This is an optimization exercise on Yosys and OpenROAD, whose aim is small area, a short achievable clock period and few clock cycles per item, not a production implementation.
Only simulation tests tie the RTL to the original design; equivalence was not proved.
Power figures rest on the tool's default switching activity, not on a simulated workload.

Setup of job 8353:
==> flow/design.v (excerpt) <==
module open_list_queue #(
    parameter QUEUE_SIZE = 16,
    parameter DATA_WIDTH = 32,
    parameter MAP_WIDTH = 16,
    parameter MAP_HEIGHT = 16,
    parameter MAX_F = 32'hFFFFFFFF
) (
    input logic CLK,
    input logic RSTn,
    input logic i_wrt,
    input logic i_read,
    input logic i_valid,
    input logic [DATA_WIDTH-1:0] i_node_f,
    output logic o_ready_deq,
    output logic o_ready_enq,
    output logic o_ready_rep,
    output logic o_full,
    output logic o_empty,
    output logic o_valid,
    output logic [DATA_WIDTH-1:0] o_node_f
);
Size: ~3000 cells after synthesis, roughly 530 flip-flops, about 75 I/O pins, about 0.032 mm2 of cells after synthesis.
==> flow/config.mk <==
export PLATFORM = sky130hd
export DESIGN_NAME = open_list_queue
export DESIGN_NICKNAME = open_list_queue
export VERILOG_FILES = /design/flow/design.v
export SDC_FILE = /design/flow/constraint.sdc
export NUM_CORES = 4
export LEC_CHECK = 0
export CAP_MARGIN = 20
export CORE_MARGIN = 2
export CORE_UTILIZATION = 60
export CTS_BUF_LIST = sky130_fd_sc_hd__clkbuf_4 sky130_fd_sc_hd__clkbuf_8
export SETUP_SLACK_MARGIN = 2.5
export SLEW_MARGIN = 20
==> flow/constraint.sdc <==
create_clock -name core_clock -period 6.5 [get_ports {CLK}]
set_input_delay 1.3000 -clock core_clock [delete_from_list [all_inputs] [get_ports {CLK}]]
set_output_delay 1.3000 -clock core_clock [all_outputs]
set_load 0.01 [all_outputs]
standard.sh (not shown) runs the stock make flow with config.mk's settings and CLKGATE_MAP_FILE= SYNTH_SCRIPT=/design/flow/synth_recipe.tcl, a recipe that flattens the netlist after the stock synthesis.
==> flow/flow/run.sh <==
#!/bin/bash
# The standard layout with two changes:
# - synthesis is the standard flow's own script, except that ABC's final mappings may
#   relax delay by 25% to recover area (abc_speed_r25.script is ORFS's
#   abc_speed.script with "&nf" replaced by "&nf -R 25"); registers, their
#   names and cells are those of the standard synthesis;
# - the port buffers are plain sky130_fd_sc_hd__buf_4 cells instead of the
#   delay buffers that buffer_ports picks by default.
set -euo pipefail
W=$PWD
{
  head -n 1 synth_recipe.tcl
  cat <<EOT
proc abc {args} {
  set i [lsearch -exact \$args -script]
  if {\$i >= 0} { lset args [expr {\$i + 1}] $W/flow/abc_speed_r25.script }
  yosys abc {*}\$args
}
EOT
  tail -n +2 synth_recipe.tcl
} > my_synth.tcl
bash standard.sh "SYNTH_SCRIPT=$W/my_synth.tcl" synth > synth.log 2>&1
bash standard.sh "BUFFER_PORTS_ARGS=-buffer_cell sky130_fd_sc_hd__buf_4" finish > layout.log 2>&1
==> flow/flow/abc_speed_r25.script <==
&get -n
&st
&dch
&nf -R 25
&st
&syn2
&if -g -K 6
&synch2
&nf -R 25
&st
&syn2
&if -g -K 6
&synch2
&nf -R 25
&st
&syn2
&if -g -K 6
&synch2
&nf -R 25
&st
&syn2
&if -g -K 6
&synch2
&nf -R 25
&st
&syn2
&if -g -K 6
&synch2
&nf -R 25
&put
buffer -c
topo
stime -c
upsize -c
dnsize -c
Testbench counts of job 8353, summed over its fixed seeds: cycles 24,000, items 24,000.
#### Input delta (job 1626 over job 8353)
-- flow/config.mk --
<<< job 8353, line 9
export CORE_MARGIN = 2
export CORE_UTILIZATION = 60
export CTS_BUF_LIST = sky130_fd_sc_hd__clkbuf_4 sky130_fd_sc_hd__clkbuf_8
>>> job 1626, line 9
export CORE_MARGIN = 2
export CORE_UTILIZATION = 55
export CTS_BUF_LIST = sky130_fd_sc_hd__clkbuf_4 sky130_fd_sc_hd__clkbuf_8
- NOTE finished layout cell area job 8353->job 1626 decreased slightly
- The via count reported for job 1626 is lower than the one for job 8353.
- On clock power, job 8353 beats job 1626.
- Compare job 1626 and job 8353 | final hold slack lower: job 1626
- Compared with job 8353, in job 1626 placer congestion estimate fell 0.011, power went up by about 1.4%, core utilization fell by 6.5 points.
- Job 1626 — maximum frequency 6.7 MHz lower, job 8353 as reference
- For the post-route clock period utilization, job 1626 came in 1.7 points higher than job 8353 did.
- Status: mean cell area of the mapped netlist parity (job 1626, job 8353)
The inputs of job 3231 differ from those of job 1626 as listed below.
==> flow/flow/run.sh <==
#!/bin/bash
# The standard layout, except that the port buffers the standard flow's flow inserts are
# plain sky130_fd_sc_hd__buf_4 cells instead of the delay buffers that
# buffer_ports picks by default. Synthesis is the standard one, unchanged.
set -euo pipefail
bash standard.sh synth > synth.log 2>&1
bash standard.sh "BUFFER_PORTS_ARGS=-buffer_cell sky130_fd_sc_hd__buf_4" finish > layout.log 2>&1
-- flow/config.mk --
<<< job 1626, line 9
export CORE_MARGIN = 2
export CORE_UTILIZATION = 55
export CTS_BUF_LIST = sky130_fd_sc_hd__clkbuf_4 sky130_fd_sc_hd__clkbuf_8
export SETUP_SLACK_MARGIN = 2.5
>>> job 3231, line 9
export CORE_MARGIN = 2
export CORE_UTILIZATION = 50
export SETUP_SLACK_MARGIN = 2.5
removed: flow/flow/abc_speed_r25.script
==> comparison <==
- For job 3231 and job 1626, there was not a single run that failed to finish clean.
- Per the comparison of job 3231 with job 1626, worst setup margin rose 0.083 ns; number of well-tap cells placed rose 90; clock group share of total power shows a reduction of 0.8 points; cell area after synthesis increased 780 um2; synthesized-area fraction occupied by adder cells fell by 0.36 points.
- Cmp job 3231 vs job 1626: insertion delay to the later sink of the worst-skew pair lower in job 3231
- Count of nets after finishing: job 3231 > job 1626
- Job 3231 consumes more power than job 1626 does.

[re-timing with driven ports]
No port has a modelled driver above. Below, the same layouts with a new extraction and two added sets of constraints. Step 1: set_driving_cell puts a clkbuf_16 on CLK and a buf_2 on each other input, an assumption about the parent block. Step 2 times the ports against the registers' clock, not the clock port: input delays grow and output delays shrink by t, the midpoint of the rising clock arrivals with the driver on. a / b / c = ideal / step 1 / step 2; a / b = the first two.
run | t (ns) | slack for setup (ns) | hold slack, ns | latest minus earliest clock arrival (ns) | pins driven straight from the clock port
job 8353 | 0.740 | 2.460 / 2.334 / 1.594 | 0.613 / 0.613 / 0.613 | 0.050 / 0.049 | 1
job 1626 | 0.740 | 2.348 / 2.240 / 1.657 | 0.608 / 0.608 / 0.608 | 0.043 / 0.043 | 1
job 3231 | 0.663 | 2.431 / 2.340 / 1.677 | 0.625 / 0.625 / 0.625 | 0.020 / 0.020 | 1
After both steps every run listed still meets setup and hold. For job 8353, which loses most, drivers alone change the setup slack by -0.126 ns; drivers and shift together by -0.866 ns.
